Context: an optimization exercise on an open-source flow, tuned for a short achievable clock period and few clock cycles. The choices shown serve that exercise and are no tape-out recipe.
No activity file was given, so power comes from the tool's default toggle rates.

== the baseline ==
## MIPSProcessor
module MIPSProcessor (
    input    wire               clk, rst,
    output   wire    [31:0]     imem_addr,
    input    wire    [31:0]     imem_rdata,
    output   wire    [31:0]     dmem_addr,
    output   wire    [31:0]     dmem_wdata,
    output   wire               dmem_we,
    input    wire    [31:0]     dmem_rdata
);
For scale: about 1600 flip-flops, about 0.088 sq mm of cells after synthesis.
clock: 12.0 ns
lec_check: 0
abc_clock_period_in_ps: 3000
cap_margin: 20
cell_pad_in_sites_detail_placement: 1
cell_pad_in_sites_global_placement: 1
core_margin: 2
core_utilization: 50
cts_buf_list: sky130_fd_sc_hd__clkbuf_16
cts_cluster_diameter: 100
cts_cluster_size: 25
setup_slack_margin: 5
slew_margin: 20
standard.sh (not shown) runs the stock make flow with config.mk's settings and CLKGATE_MAP_FILE= SYNTH_SCRIPT=/design/flow/synth_recipe.tcl, a recipe that flattens the netlist after the stock synthesis.
==> flow/flow/run.sh <==
#!/bin/bash
# The standard layout, with timing repair aiming past the 12 ns clock:
# repair_timing treats any path with less than SETUP_SLACK_MARGIN of slack
# as failing, so it keeps sizing and buffering the longest paths.
set -euo pipefail
bash standard.sh SETUP_SLACK_MARGIN=8.3 finish > standard_flow.log 2>&1
Edits applied to the flow inputs when going from the baseline to the candidate:
--- a/flow/design.v
+++ b/flow/design.v
@@ -971,15 +971,15 @@
 reg  [4:0]  dstM;
 reg  [31:0] resM, sdM, addrM;
 reg         wenW;
 reg  [4:0]  dstW;
 reg  [31:0] resW;
 reg  [31:0] rf [0:31];
 reg  [31:0] rfv;
-wire        stallD, redirD, redirE;
+wire        stallD, redirE;
 wire [31:0] instF = imem_rdata;
 wire        jF    = (instF[31:26] == OP_J);
 wire [31:0] pc4F  = pcF + 32'd4;
 wire [8:0]  btLo  = {1'b0, pc4F[9:2]} + {1'b0, instF[7:0]};
 wire        bsF   = (instF[31:26] == OP_BEQ) & (instF[25:21] == instF[20:16]) &
                     (instF[15:8] == 8'd0) & ~btLo[8];
 wire [31:0] btF   = {pc4F[31:10], btLo[7:0], pc4F[1:0]};
@@ -997,26 +997,27 @@
 wire isSw  = (opD == OP_SW);
 wire isBeq = (opD == OP_BEQ);
 wire [4:0] dstD  = isR ? rdD : rtD;
 wire       wenD  = vD & (isR | isAdi | isLw) & (dstD != 5'd0);
 wire       useRs = vD & (isR | isAdi | isLw | isSw | isBeq) & (rsD != 5'd0);
 wire       useRt = vD & (isR | isSw | isBeq) & (rtD != 5'd0);
 wire       useImm = isAdi | isLw | isSw;
-wire       beqSame = isBeq & (rsD == rtD);
 wire       mulD  = isR & (fnD == 6'b011100);
 wire [1:0] aluD  = (isR & (fnD == 6'b100010)) ? 2'd1 :
                    (isR & (fnD == 6'b101010)) ? 2'd2 : 2'd0;
 wire [31:0] tgtD = pc4D + {immD[29:0], 2'b00};
 wire memE = ldE | swE;
 wire eldD = isLw & (rsD == 5'd0) & ~memE;
+wire esD  = vD & isSw & (rsD == 5'd0) & ~memE &
+            ~(useRt & ((wenE & (rtD == dstE)) | (wenM & (rtD == dstM))));
+wire esGo = esD & ~redirE;
 wire hazE   = wenE & (ldE | mulE);
 wire rsHit  = useRs & (rsD == dstE);
 wire rtHit  = useRt & (rtD == dstE);
 assign stallD = hazE & (rsHit | (rtHit & ~isSw));
-assign redirD = vD & beqSame & ~redirE;
 wire aME = useRs & wenE & (rsD == dstE);
 wire aWE = useRs & wenM & (rsD == dstM) & ~aME;
 wire bME = useRt & wenE & (rtD == dstE);
 wire bWE = useRt & wenM & (rtD == dstM) & ~bME;
 wire [31:0] rfA = (wenW & (dstW == rsD)) ? resW : (rf[rsD] & {32{rfv[rsD]}});
 wire [31:0] rfB = (wenW & (dstW == rtD)) ? resW : (rf[rtD] & {32{rfv[rtD]}});
 wire [31:0] opA = aWE ? resMnext : rfA;
@@ -1042,25 +1043,23 @@
 assign dmem_we    = weM;
 assign resMnext = mulM ? mulP : ldM ? dmem_rdata : resM;
 always @(posedge clk) begin
     if (!rst) begin
         pcF <= 32'd0;
     end else if (redirE) begin
         pcF <= tgtE;
-    end else if (redirD) begin
-        pcF <= tgtD;
     end else if (!stallD) begin
         pcF <= jF  ? {4'b0000, instF[25:0], 2'b00} :
                bsF ? btF : pc4F;
     end
 end
 always @(posedge clk or negedge rst) begin
     if (!rst) begin
         vD <= 1'b0;
-    end else if (redirE | redirD) begin
+    end else if (redirE) begin
         vD <= 1'b0;
     end else if (!stallD) begin
         vD <= ~(jF | bsF);
     end
 end
 always @(posedge clk) begin
     if (!stallD) begin
@@ -1077,16 +1076,16 @@
         wenE <= 1'b0; ldE <= 1'b0; eldE <= 1'b0; mulE <= 1'b0;
         swE <= 1'b0; brE <= 1'b0;
     end else begin
         wenE <= wenD;
         ldE  <= isLw & ~eldD;
         eldE <= eldD;
         mulE <= mulD & wenD;
-        swE  <= isSw;
-        brE  <= isBeq & ~beqSame;
+        swE  <= isSw & ~esD;
+        brE  <= isBeq;
     end
 end
 always @(posedge clk) begin
     dstE <= dstD;
     aluE <= aluD;
     opAE <= opA;
     opBE <= useImm ? immD : opB;
@@ -1106,22 +1105,22 @@
 always @(posedge clk or negedge rst) begin
     if (!rst) begin
         wenM <= 1'b0; ldM <= 1'b0; mulM <= 1'b0; weM <= 1'b0;
     end else begin
         wenM <= wenE;
         ldM  <= ldE;
         mulM <= mulE;
-        weM  <= swE;
+        weM  <= swE | esGo;
     end
 end
 always @(posedge clk) begin
     dstM     <= dstE;
     resM     <= aluOut;
-    sdM      <= fSXE ? resMnext : SD;
-    addrM    <= (vD & eldD) ? immD : sumE;
+    sdM      <= esD ? rfB : fSXE ? resMnext : SD;
+    addrM    <= ((vD & eldD) | esD) ? immD : sumE;
     mulRowsM <= mulRowsE;
 end
 always @(posedge clk or negedge rst) begin
     if (!rst) begin
         wenW <= 1'b0;
     end else begin
         wenW <= wenM;
Results
- Relative to the baseline, total detailed-routing wirelength decreased by 1.4% in the candidate.
- Met2 routing resource usage after global routing (higher): the baseline
- In the candidate, the portion of the clock cycle consumed by the worst path in the final layout came out 1.4 points above the value in the baseline.
- Share of total power in the clock network across the candidate and the baseline: no real change.
- Re area share of xor/xnor cells in the synthesized design: the candidate and the baseline aren't equal, and the lower value belongs to the candidate.
- Design area (higher): the baseline
No run of this note included a check of the RTL's function; only the layout flow was run.

==> afterwards: timing with drivers on the ports <==
The results above use ideal ports. As a check the final layouts listed here were re-extracted and re-timed, cells and wires unchanged. Step 1: set_driving_cell puts a clkbuf_16 on clk and a buf_2 on each other input, an assumption about the parent block. Step 2 adds t to the input delays and takes it off the output delays; t is the mean of the earliest and latest rising clock arrival at the registers after step 1. Input paths then give back, and output paths get back, about the clock's delay inside the block. Slacks: no drivers / after step 1 / after step 2; pairs: no drivers / after step 1.
| run | t, ns | slack for setup (ns) | worst setup path at the end |
|---|---|---|---|
| the baseline | 0.875 | 7.846 / 7.925 / 7.050 | input to register |
| the candidate | 0.859 | 7.684 / 7.684 / 7.198 | input to register |
After both steps setup and hold are still met in every run listed. The setup slack of the baseline, which loses most, moves by +0.079 ns with the drivers and by -0.796 ns with both steps.
